From an optimization exercise on the open Yosys and OpenROAD flow, aimed at small area, a short achievable clock period and few clock cycles; shortcuts taken in it are not production practice. Function was checked by simulation only, so behaviour that the tests miss may differ from the original. Power figures rest on the tool's default switching activity, not on a simulated workload.

--- flow/run.sh ---
#!/bin/bash
# synth_recipe.tcl (not shown) runs the flow's synth.tcl, then flattens the netlist and writes it again
# the make line also repeats each setting of config.mk as NAME=value (left out here)
make -C /OpenROAD-flow-scripts/flow DESIGN_CONFIG=/design/flow/config.mk WORK_HOME=/design/flow/orfs CLKGATE_MAP_FILE= SYNTH_SCRIPT=/design/flow/synth_recipe.tcl finish
--- flow/config.mk ---
export PLATFORM = sky130hd
export DESIGN_NAME = booth_mul64
export DESIGN_NICKNAME = booth_mul64
export VERILOG_FILES = /design/flow/design.v
export SDC_FILE = /design/flow/constraint.sdc
export NUM_CORES = 4
export LEC_CHECK = 0
export CAP_MARGIN = 20
export CORE_MARGIN = 2
export CORE_UTILIZATION = 40
export SLEW_MARGIN = 20
--- flow/constraint.sdc ---
create_clock -name core_clock -period 10.0 [get_ports {clk}]
set_input_delay 2.0000 -clock core_clock [delete_from_list [all_inputs] [get_ports {clk}]]
set_output_delay 2.0000 -clock core_clock [all_outputs]
set_load 0.01 [all_outputs]
--- flow/design.v ---
module _inv(y, a);
	input a;					 
	output y;	
	assign y = ~a;			 
endmodule
module _and2(y, a, b);
	input a, b;				 
	output y;
	assign y = a & b;		 
endmodule
module _nand2(y, a, b);
	input a, b;				 
	output y;	
	assign y = ~(a & b);	 
endmodule
module _or2(y, a, b);
	input a, b;				 
	output y;
	assign y = a | b;		 
endmodule
module _xor2(y, a, b);
	input a, b;				 
	output y;
	wire iv_a, iv_b;	 
	wire w0, w1;			
	_inv iv0(.y(iv_b), .a(b));				 
	_inv iv1(.y(iv_a), .a(a));				 
	_and2 and20(.y(w0), .a(a), .b(iv_b));  
	_and2 and21(.y(w1), .a(iv_a), .b(b));	 
	_or2 or20(.y(y), .a(w0), .b(w1)); 		 
endmodule
module _and3(y, a, b, c);
	input a, b, c;	 
	output y;
	assign y = a & b & c;	 
endmodule
module _and4(y, a, b, c, d);
	input a, b, c, d;	 
	output y;
	assign y = a & b & c & d;	 
endmodule
module _and5(y, a, b, c, d, e);
	input a, b, c, d, e;	 
	output y;
	assign y = a & b & c & d & e;	 
endmodule
module _or3(y, a, b, c);
	input a, b, c;	 
	output y;
	assign y = a | b | c;	 
endmodule
module _or4(y, a, b, c, d);
	input a, b, c, d;	 
	output y;
	assign y = a | b | c | d;	 
endmodule
module _or5(y, a, b, c, d, e);
	input a, b, c, d, e;	 
	output y;
	assign y = a | b | c | d | e;	 
endmodule
module _inv_4bits(y, a);
	input [3:0] a;
	output [3:0] y;
	assign y = ~ a;
endmodule
module _and2_4bits(y, a, b);
	input [3:0] a, b;
	output [3:0] y;
	assign y = a & b;
endmodule
module _or2_4bits(y, a, b);
	input [3:0] a, b;
	output [3:0] y;
	assign y = a | b;
endmodule
module _xor2_4bits(y, a, b);
	input [3:0] a, b;
	output [3:0] y;
	_xor2 U0_xor2 (.y(y[0]), .a(a[0]), .b(b[0]));
	_xor2 U1_xor2 (.y(y[1]), .a(a[1]), .b(b[1]));
	_xor2 U2_xor2 (.y(y[2]), .a(a[2]), .b(b[2]));
	_xor2 U3_xor2 (.y(y[3]), .a(a[3]), .b(b[3]));
endmodule
module _xnor2_4bits(y, a, b);
	input [3:0] a, b;
	output [3:0] y;
	wire [3:0] w0;
	_xor2_4bits U0_xor2_4bits (.y(w0), .a(a), .b(b));
	_inv_4bits U1_inv_4bits (.y(y), .a(w0));
endmodule
module _inv_32bits(y, a);
	input [31:0] a;
	output [31:0] y;
	assign y = ~a;
endmodule
module _and2_32bits(y, a, b);
	input [31:0] a, b;
	output [31:0] y;
	assign y = a & b;
endmodule
module _or2_32bits(y, a, b);
	input [31:0] a, b;
	output [31:0] y;
	assign y = a | b;
endmodule
module _xor2_32bits(y, a, b);
	input [31:0] a, b;
	output [31:0] y;
	_xor2_4bits U0_xor2_4bits(.y(y[3:0]), .a(a[3:0]), .b(b[3:0]));
	_xor2_4bits U1_xor2_4bits(.y(y[7:4]), .a(a[7:4]), .b(b[7:4]));
	_xor2_4bits U2_xor2_4bits(.y(y[11:8]), .a(a[11:8]), .b(b[11:8]));
	_xor2_4bits U3_xor2_4bits(.y(y[15:12]), .a(a[15:12]), .b(b[15:12]));
	_xor2_4bits U4_xor2_4bits(.y(y[19:16]), .a(a[19:16]), .b(b[19:16]));
	_xor2_4bits U5_xor2_4bits(.y(y[23:20]), .a(a[23:20]), .b(b[23:20]));
	_xor2_4bits U6_xor2_4bits(.y(y[27:24]), .a(a[27:24]), .b(b[27:24]));
	_xor2_4bits U7_xor2_4bits(.y(y[31:28]), .a(a[31:28]), .b(b[31:28]));
endmodule
module _xnor2_32bits(y, a, b);
	input [31:0] a, b;
	output [31:0] y;
	_xnor2_4bits U0_xnor2_4bits(.y(y[3:0]), .a(a[3:0]), .b(b[3:0]));
	_xnor2_4bits U1_xnor2_4bits(.y(y[7:4]), .a(a[7:4]), .b(b[7:4]));
	_xnor2_4bits U2_xnor2_4bits(.y(y[11:8]), .a(a[11:8]), .b(b[11:8]));
	_xnor2_4bits U3_xnor2_4bits(.y(y[15:12]), .a(a[15:12]), .b(b[15:12]));
	_xnor2_4bits U4_xnor2_4bits(.y(y[19:16]), .a(a[19:16]), .b(b[19:16]));
	_xnor2_4bits U5_xnor2_4bits(.y(y[23:20]), .a(a[23:20]), .b(b[23:20]));
	_xnor2_4bits U6_xnor2_4bits(.y(y[27:24]), .a(a[27:24]), .b(b[27:24]));
	_xnor2_4bits U7_xnor2_4bits(.y(y[31:28]), .a(a[31:28]), .b(b[31:28]));
endmodule
module _inv_64bits(y, a);
	input [63:0] a;
	output [63:0] y;
	assign y = ~a;
endmodule
module fa_v2(s, a, b, ci); 
	input a,b,ci; 		 
	output s;			 
	wire w0;				 
	_xor2 U0_xor2(.y(w0), .a(a), .b(b));	 
	_xor2 U1_xor2(.y(s), .a(w0), .b(ci));	 
endmodule
module clb4 (c1, c2, c3, co, a, b, ci);
	input [3:0] a,b;
	input ci;
	output c1, c2, c3, co;
	wire [3:0] g,p;
	wire w0_c1;
	wire w0_c2, w1_c2;
	wire w0_c3, w1_c3, w2_c3;
	wire w0_co, w1_co, w2_co, w3_co;
	_and2 G0_and2(g[0], a[0], b[0]);  
	_and2 G1_and2(g[1], a[1], b[1]);  
	_and2 G2_and2(g[2], a[2], b[2]);  
	_and2 G3_and2(g[3], a[3], b[3]);  
	_xor2 P0_xor2(p[0], a[0], b[0]);  
	_xor2 P1_xor2(p[1], a[1], b[1]);  
	_xor2 P2_xor2(p[2], a[2], b[2]);  
	_xor2 P3_xor2(p[3], a[3], b[3]);  
	_and2 U0_and2(.y(w0_c1), .a(p[0]), .b(ci));
	_or2 U1_or2(.y(c1), .a(g[0]), .b(w0_c1));
	_and3 U2_and3(.y(w0_c2), .a(p[1]), .b(p[0]), .c(ci));
	_and2 U3_and2(.y(w1_c2), .a(p[1]), .b(g[0]));
	_or3 U4_or3(.y(c2), .a(w0_c2), .b(w1_c2), .c(g[1]));
	_and3 U5_and3(.y(w0_c3), .a(p[2]), .b(p[1]), .c(g[0]));
	_and4 U6_and4(.y(w1_c3), .a(p[2]), .b(p[1]), .c(p[0]), .d(ci));
	_and2 U7_and2(.y(w2_c3), .a(p[2]), .b(g[1]));
	_or4 U8_or4(.y(c3), .a(w0_c3), .b(w1_c3), .c(w2_c3), .d(g[2]));
	_and2 U9_and2(.y(w0_co), .a(p[3]), .b(g[2]));  
	_and3 U10_and3(.y(w1_co), .a(p[3]), .b(p[2]), .c(g[1]));  
	_and4 U11_and4(.y(w2_co), .a(p[3]), .b(p[2]), .c(p[1]), .d(g[0]));  
	_and5 U12_and5(.y(w3_co), .a(p[3]), .b(p[2]), .c(p[1]), .d(p[0]), .e(ci));  
	_or5 U13_or5(.y(co), .a(g[3]), .b(w0_co), .c(w1_co), .d(w2_co), .e(w3_co));
endmodule
module cla4(s, co, a, b, ci);
	input [3:0] a, b;	 
	input ci;			 
	output [3:0] s;	 
	output co;			 
	wire [2:0] c;		 
	fa_v2 U0_fa (.s(s[0]), .a(a[0]), .b(b[0]), .ci(ci));		 
	fa_v2 U1_fa (.s(s[1]), .a(a[1]), .b(b[1]), .ci(c[0]));	 
	fa_v2 U2_fa (.s(s[2]), .a(a[2]), .b(b[2]), .ci(c[1]));	 
	fa_v2 U3_fa (.s(s[3]), .a(a[3]), .b(b[3]), .ci(c[2]));	 
	clb4 U4_clb4 (.c1(c[0]), .c2(c[1]), .c3(c[2]), .co(co), .a(a), .b(b), .ci(ci));
endmodule
module cla8(s, co, a, b, ci);
	input [7:0] a,b; 
	input ci;
	output [7:0] s;
	output co; 
	wire c1;
	cla4 U0_cla4(.s(s[3:0]), .co(c1), .a(a[3:0]),.b(b[3:0]), .ci(ci));
	cla4 U1_cla4(.s(s[7:4]), .co(co), .a(a[7:4]),.b(b[7:4]), .ci(c1));
endmodule
module cla32(s, co, a, b, ci);
	input [31:0] a, b;
	input ci;
	output [31:0] s;
	output co;
	wire [2:0] c;
	cla8 U0_cla8 (.s(s[7:0]), .co(c[0]), .a(a[7:0]), .b(b[7:0]), .ci(ci));
	cla8 U1_cla8 (.s(s[15:8]), .co(c[1]), .a(a[15:8]), .b(b[15:8]), .ci(c[0]));
	cla8 U2_cla8 (.s(s[23:16]), .co(c[2]), .a(a[23:16]), .b(b[23:16]), .ci(c[1]));
	cla8 U3_cla8 (.s(s[31:24]), .co(co), .a(a[31:24]), .b(b[31:24]), .ci(c[2]));
endmodule 
module cla64(s, co, a, b, ci);
	input [63:0] a,b; 
	input ci;
	output [63:0] s;
	output co;
	wire c1;
	cla32 U0_cla32 (.s(s[31:0]), .co(c1), .a(a[31:0]), .b(b[31:0]), .ci(ci));
	cla32 U1_cla32 (.s(s[63:32]), .co(co), .a(a[63:32]), .b(b[63:32]), .ci(c1));
endmodule
module multiplier_ns(state, clk, reset_n, cnt, op_start, op_clear, op_done);
	input clk, reset_n, op_start, op_clear, op_done;	 
	output [6:0] cnt;		 
	output [1:0] state;	 
	parameter INIT = 2'b00;
	parameter EXEC = 2'b01;
	parameter DONE = 2'b10;
	wire [7:0] result_cnt;			 
	reg [6:0] cnt, next_cnt;		 
	reg [1:0] state, next_state;	 
	cla8 counter(.s(result_cnt), .co(), .a({1'b0, next_cnt}), .b(8'b11111110), .ci(1'b0));
	always @ (posedge clk or negedge reset_n)
	begin
		if (reset_n == 1'b0)	 
		begin
			cnt <= 7'b1000000;
			state <= INIT;
		end
		else if (op_start == 1'b0)	 
		begin
			cnt <= 7'b1000000;
			state <= INIT;
		end
		else if (op_clear == 1'b1)	 
		begin
			cnt <= 7'b0000000;	 
			state <= INIT;		 
		end
		else
		begin
			cnt <= result_cnt[6:0];	 
			state <= next_state;		 
		end
	end
	always @ (*)
	begin
		case (state)
		(INIT):	 
		begin
			if((op_start == 1'b1) && (op_done == 1'b0) && (op_clear == 1'b0)) 
			begin
				next_state = EXEC;	 
				next_cnt = 7'b1000000;
			end
			else
			begin
				next_state = INIT;	 
				next_cnt = 7'b1000000;
			end
		end
		(EXEC):	 
		begin
			if(cnt == 7'b0000000)  
			begin
				next_state = DONE;	 
				next_cnt = cnt; 		 
			end
			else 	 
			begin
				next_state = EXEC;
				next_cnt = cnt; 		 
			end
		end
		(DONE):	 
		begin
			next_state = DONE;
			next_cnt = 7'b0000000;
		end
		default:  
		begin
			next_state = INIT;
			next_cnt = 7'b1000000;
		end
		endcase
	end
endmodule
module multiplier_os(op_done, result, op_clear, clk, reset_n, cnt, multiplier, multiplicand, state);
	input clk, reset_n, op_clear;	 
	input [1:0] state;	 
	input [6:0] cnt;		 
	input [63:0] multiplier, multiplicand;
	output op_done;		 
	output [127:0] result;	 
	parameter INIT = 2'b00;
	parameter EXEC = 2'b01;
	parameter DONE = 2'b10;
	wire [63:0] w_sub, w_2sub, w_add, w_2add, add2A;									 
	wire c_sub, c_2sub, c_add, c_2add;							 
	wire [1:0] x_sub, x_2sub, x_add, x_2add;					 
	reg [65:0] result_add, result_sub, result_2add, result_2sub;		 
	reg [129:0] acc, w_temp, w_result;	 
	reg op_done, bb_bit, next_bb;	 
	assign result = acc[127:0];
	cla64 add1(.s(w_add), .co(c_add), .a(w_result[127:64]), .b(multiplicand[63:0]), .ci(1'b0));		 	 
	cla64 sub1(.s(w_sub), .co(c_sub), .a(w_result[127:64]), .b(~(multiplicand[63:0])), .ci(1'b1));    
	cla64 add2(.s(add2A), .co(), .a(multiplicand[63:0]), .b(multiplicand[63:0]), .ci(1'b0));
	cla64 add3(.s(w_2add), .co(c_2add), .a(w_result[127:64]), .b(add2A[63:0]), .ci(1'b0));
	cla64 sub2(.s(w_2sub), .co(c_2sub), .a(w_result[127:64]), .b(~(add2A[63:0])), .ci(1'b1));
	assign x_add = w_result[129:128] + {2{multiplicand[63]}} + {1'b0, c_add};
	assign x_sub = w_result[129:128] + {2{~multiplicand[63]}} + {1'b0, c_sub};
	assign x_2add = w_result[129:128] + {2{multiplicand[63]}} + {1'b0, c_2add};
	assign x_2sub = w_result[129:128] + {2{~multiplicand[63]}} + {1'b0, c_2sub};
	always @ (posedge clk or negedge reset_n)
	begin
		if(reset_n == 0)		 
		begin
			result_add <= 66'b0;
			result_sub <= 66'b0;
			result_2add <= 66'b0;
			result_2sub <= 66'b0;
		end
		else if (op_clear == 1)	 
		begin
			result_add <= 66'b0;
			result_sub <= 66'b0;
			result_2add <= 66'b0;
			result_2sub <= 66'b0;
		end
		else
		begin	 
			result_add <= {x_add, w_add};
			result_sub <= {x_sub, w_sub};
			result_2add <= {x_2add, w_2add};
			result_2sub <= {x_2sub, w_2sub};
		end
	end
	always @(posedge clk or negedge reset_n)
	begin
		if(reset_n == 1'b0) bb_bit <= 1'b0;
		else if (op_clear == 1'b1) bb_bit <= 1'b0;
		else bb_bit <= next_bb;
	end
	always @(posedge clk or negedge reset_n)
	begin
		if(reset_n == 1'b0) acc <= 130'b0;  
		else if (op_clear == 1'b1) acc <= 130'b0;	 
		else acc <= w_result;	 
	end
	always @ (*)
	begin
	if (op_clear == 1)	 
	begin
		w_result = 130'b0;
		w_temp = 130'b0;
		next_bb = 1'b0;
		op_done = 1'b0;
	end
	else	 
	begin
		case (state)
		(INIT):	 
		begin
			w_result = {66'b0, multiplier};
			w_temp = 130'b0;
			op_done = 1'b0;
			next_bb = 0;
		end
		(EXEC):	 
		begin
			if (cnt == 7'b1000000)	 
			begin
				w_result = acc;	 
				w_temp = 130'b0;		 
				op_done = 1'b1;		 
				next_bb = 0;
			end
			else 
			begin 
				if ((acc[1] == 1'b0 && acc[0] == 1'b0 && bb_bit == 1'b1) || (acc[1] == 1'b0 && acc[0] == 1'b1 && bb_bit == 1'b0))
					w_temp = {result_add, acc[63:0]};		 
				else if ((acc[1] == 1'b1 && acc[0] == 1'b0 && bb_bit == 1'b1) || (acc[1] == 1'b1 && acc[0] == 1'b1 && bb_bit == 1'b0))
					w_temp = {result_sub, acc[63:0]};		 
				else if (acc[1] == 1'b0 && acc[0] == 1'b1 && bb_bit == 1'b1)
					w_temp = {result_2add, acc[63:0]};		 
				else if (acc[1] == 1'b1 && acc[0] == 1'b0 && bb_bit == 1'b0)
					w_temp = {result_2sub, acc[63:0]};		 
				else 
					w_temp = acc;
				next_bb = acc[1];
				op_done = 1'b0;
				w_result = {w_temp[129], w_temp[129], w_temp[129:2]};	 
			end	 
		end
		(DONE):	 
		begin
			op_done = 1;			 
			next_bb = 1'b0;
			w_temp = 130'b0;		 
			w_result = acc;	 
		end
		default:	 
		begin
			op_done = 1'b0;
			next_bb = 1'b0;
			w_result = acc;
			w_temp = 130'b0;
		end
		endcase
	end
	end
endmodule
module booth_mul64(op_done, result, clk, reset_n, multiplier, multiplicand, op_start, op_clear);
	input clk, reset_n, op_start, op_clear;	 
	input[63:0] multiplier, multiplicand;		 
	output op_done;			 
	output [127:0] result;	 
	wire [6:0] cnt;			 
	wire [1:0] state;			 
	multiplier_ns mul_ns (.state(state), .clk(clk), .reset_n(reset_n), 
	.cnt(cnt), .op_start(op_start), .op_clear(op_clear), .op_done(op_done));
	multiplier_os mul_os (.op_done(op_done), .result(result), .op_clear(op_clear), .clk(clk), 
	.reset_n(reset_n), .cnt(cnt), .multiplier(multiplier), .multiplicand(multiplicand), .state(state));
endmodule
==> results by group <==
Floorplan
  – Die Wd: about 280 µm
  – IO Count: roughly 260
  – Initial Util: between 40% and 50%
  – Die area: 78600 µm²
  – Die Height: 280 µm
  – Core ar.: 75800 µm²
  – Row count: 101

Detailed routing
  – DR iter-0 viols: 1813
  – Vias per cell: approximately 5.5
  – DRC errors left: 0
  – Vias: approximately 25000
  – First-pass DRT Iterations: 5
  – Avg WL per Cell: between 20 and 25 µm
  – Routed Antenna Nets: 0
  – Total length of routed wires: roughly 94000 µm

Status
  – Status: no timing/DRC/antenna violations

STA
  – Setup TNS: 0 ns
  – RSZ-0062 raised after global routing: no
  – Worst slew margin: roughly a third
  – Final Hold Vio Count: 0
  – Slew @ Worst Pin: between 1 and 1.5 ns
  – Part of the cycle the worst path needs: approximately 73%
  – Final Max Tran Viols: 0
  – Clock skew: ~0.028 ns
  – Setup violations, final: 0
  – Tmin final: between 7 and 8 ns
  – Max Fclk: 0.137 GHz

Setup path
  – Critical Path Sink Type: register
  – Cell family with most CP delay: simple AND/OR/NAND/NOR gates
  – CP Data Required Time: 10.45 ns
  – CP peak stage delay: between 0.8 and 0.9 ns
  – CP Launch Point: mul_os.acc[1]
  – Reg-to-reg endpoint: mul_os.result_2sub[61]
  – Crit start category: register
  – Worst Path Class, Setup: register to register
  – Worst R2R Start: mul_os.acc[1]
  – CP most frequent cell: nor2_1
  – Worst Path Max Fanout: 31
  – Reg-to-reg slack, setup: 2.70 ns
  – Worst path slowest cell: nor3_2
  – Cell Chain, Critical Path: inv_2 -> nor3_2 -> buf_12 -> mux2i_1 -> o21ai_0 -> a21oi_1 -> o21ai_0 -> a22oi_1 -> nor2_1 -> ha_1 -> nand2_1 -> nor4_1 -> and4_1 -> nand3_1 -> o211ai_1 -> o2bb2ai_1 -> o21ai_1 -> o21ai_0 -> a21oi_1 -> nor2_1 -> nor2_1 -> fa_1 -> xor2_1 -> nor2_1
  – Worst Path Buf+Inv: 2
  – Critical path arrival: 7.75 ns
  – Worst R2R Path Depth: 24

Clocking
  – Clk pin slew, worst setup/hold paths: approximately 0.060 ns
  – Setup bufs post-CTS: 0
  – Clock tree sinks: 401
  – Clock Latency Late Sink: 0.60 ns
  – Root buf cell: clkbuf_16
  – # hold bufs at CTS: 0
  – Clock buffer depth: 3
  – CTS Buf Count: 50
  – CTS tree: built
  – Post-CTS sizing: 0
  – H-tree levels: 2

Power and ir drop
  – Max rail drop VDD: 111 µV
  – Sequential share of power: 38.3%
  – Clk pwr share: about two fifths
  – Leak: around 16 nW
  – Power per cell area: roughly 140 nW/µm²
  – Psw: between 1 and 1.5 mW
  – Switching part of the total power: ~31%
  – Comb power frac: approximately 23%
  – Internal power: ~3.3 mW

Synthesis
  – Synthesized net count: between 3000 and 4000
  – Largest family of logic cells by synthesized area: compound AO/OA/AOI/OAI gates
  – Most frequent cells after synthesis: nor2_1, dfrtp_1, nand2_1
  – Async SR Flop Fraction: 100%
  – Main flop type after synthesis: dfrtp_1
  – Most frequent cell after synthesis: nor2_1
  – Syn. warnings: 2
  – Synth top area cells: dfrtp_1, ha_1, nor2_1
  – Mapped Cells: 3442
  – Mux cell area share after synthesis: ~3.2%
  – Yosys reg bits: between 400 and 500
  – Seq/Total Area, Yosys: ~33%
  – Compound-Gate Fraction of Synth Area: a little under a fifth
  – Yosys top cell by area: dfrtp_1
  – Share of the synthesized area in the top cell type: around a third
  – Unique masters post-synth: 91
  – Adder-cell share of the synthesized area: about 17%
  – Mapped Area: just over 30000 µm²
  – Post-Synth Simple-Gate Area: 15.5%
  – Post-Syn Area per Cell: 8.88 µm²
  – Xor and xnor area share after synthesis: 5.13%
  – EDFF count, synth: 0

Layout
  – Layout cells sized above 1: under 10%
  – Area Growth Syn to Fin: 13.7%
  – Cell area after layout: about 35000 µm²
  – Fin nets: approximately 4000
  – Finished Core Util: a little under half

Place
  – DP HPWL: about 67000 µm
  – Post-DP Area: 33000 µm²
  – Routability Congestion: 0.897
  – Port Buf Inserts: 260

Min path
  – Worst Hold Path EP: mul_ns.cnt[1]
  – Hold/Removal Path Class: register to register
  – Hold Crit Depth: 1
  – Hold wc startpoint: mul_ns.cnt[1]

GRT
  – Largest net degree at the start of global routing: roughly 180
  – Vias in the first global route: 24000
  – First-pass GRT wire length: 145000 µm
  – Initial antenna violation count: 3
  – GRT Total Usage: between 20% and 30%
  – Gr ovfl total: 0

Job
  – Max-cap viol count: 0
==> worst max path at each step <==
stage          cells past startpoint                endpoint  slack (ns)
3_3_place_gp                      20  mul_os.result_2sub[61]        2.60
4_1_cts                           24  mul_os.result_2sub[61]        2.70
6_report                          24  mul_os.result_2sub[61]        2.70
3_5_place_dp                      20  mul_os.result_2sub[61]        2.54
2_1_floorplan                     21  mul_os.result_2sub[61]        3.78
5_1_grt                           24  mul_os.result_2sub[61]        2.18
==> routing by layer <==
metal / vias up / wire, µm / global-route usage (%)
met5: - / 27 / 0
met4: 4 / 1980 / 5.81
met3: 112 / 5330 / 3.23
met2: 657 / 43800 / 39.1
met1: 12100 / 42800 / 32.6
li1: 11800 / - / -
==> registers in the layout (all words and copies together) (netlist names) <==
register            flops
mul_ns.state            2
mul_os.result_sub      66
mul_os.acc            129
mul_os.result_2add     66
mul_os.result_add      66
mul_os.result_2sub     65
mul_ns.cnt              6
mul_os.bb_bit           1
==> metrics by stage <==
stage | worst slack (ns) | hold WS (ns) | cells | total power [mW]
floorplan | 3.78 | 0.438 | 3442 | 2.54
global placement | 2.60 | 0.457 | 4391 | 2.93
detailed placement | 2.54 | 0.460 | 4391 | 2.94
CTS | 2.70 | 0.472 | 4484 | 4.82
global route | 2.18 | 0.511 | 4484 | 5.00
finish | 2.70 | 0.476 | 4485 | 4.77
==> power groups by stage <==
stage          registers, mW  clock network, mW  logic [mW]
6_report                1.83               1.86        1.08
5_1_grt                 1.84               1.97        1.19
4_1_cts                 1.83               1.90        1.09
3_5_place_dp            1.86                  0        1.08
3_3_place_gp            1.85                  0        1.08
2_1_floorplan           1.82                  0       0.722
==> final cells by class <==
class                      instances  area (µm²)
tap                              978        1220
fill                            7383       41100
clock buffer                      74        1490
multi-input combinational       2560       18300
antenna                            1        2.50
clock inverter                    19         190
timing repair buffer             295        2900
sequential                       401       10000
inverter                         157         589
==> layout by cell type, fill, tap and decap left out, drive strengths merged, types with 15 or more instances in the layout <==
| master | instances |
|---|---|
| a211oi | 102 |
| a21o | 74 |
| a21oi | 235 |
| a221oi | 22 |
| a22oi | 28 |
| a31o | 26 |
| a31oi | 72 |
| a32o | 15 |
| buf | 37 |
| clkbuf | 74 |
| clkdlybuf4s50 | 258 |
| dfrtp | 400 |
| fa | 62 |
| ha | 315 |
| inv | 158 |
| mux2i | 98 |
| nand2 | 349 |
| nand2b | 25 |
| nand3 | 21 |
| nor2 | 419 |
| nor2b | 109 |
| nor3 | 27 |
| o211ai | 27 |
| o21ai | 121 |
| o21bai | 29 |
| o2bb2ai | 16 |
| or2 | 15 |
| xnor2 | 95 |
| xor2 | 84 |
==> worst register-to-register path, cell delays in order, from the launching register on <==
cell and delay (ns):
dfrtp_4 0.83, inv_2 0.10, nor3_2 0.85, buf_12 0.38, mux2i_1 0.25, o21ai_0 0.08, a21oi_1 0.27, o21ai_0 0.11
a22oi_1 0.24, nor2_1 0.16, ha_1 0.55, nand2_1 0.15, nor4_1 0.39, and4_1 0.34, nand3_1 0.21, o211ai_1 0.48
o2bb2ai_1 0.30, o21ai_1 0.23, o21ai_0 0.34, a21oi_1 0.16, nor2_1 0.10, nor2_1 0.06, fa_1 0.37, xor2_1 0.13
nor2_1 0.05
==> logic make-up after synthesis <==
kind of cell	Yosys count
xor+xnor	179
flops	401
mux	98
buf+inv	481
fa+ha+maj	377
simple gates	1057
compound gates	849
Testbench counts, summed over its fixed seeds: cycles 13,432.

-- what the ideal ports hide --
In the flow no input, the clock included, has a driving cell. The finished layout below was timed again as built, in two steps. Step 1 (the two cells are an assumption about what drives the block):
set clk [get_ports {clk}]
set_driving_cell -lib_cell sky130_fd_sc_hd__clkbuf_16 $clk
set_driving_cell -lib_cell sky130_fd_sc_hd__buf_2 [delete_from_list [all_inputs] $clk]
Step 2 times the ports against the registers' clock, not the clock port: input delays grow and output delays shrink by t, the midpoint of the rising clock arrivals with the driver on. a / b / c = ideal ports / drivers / drivers and shift; a / b = the first two.
t (ns): 0.658
setup slack, ns: 2.701 / 2.701 / 2.415
worst setup path after step 2: input to register
slew at the worst register clock pin (ns): 0.07 / 0.07
After both steps this run still meets setup and hold. The setup slack of this run moves by 0.000 ns with the drivers and by -0.286 ns with both steps.
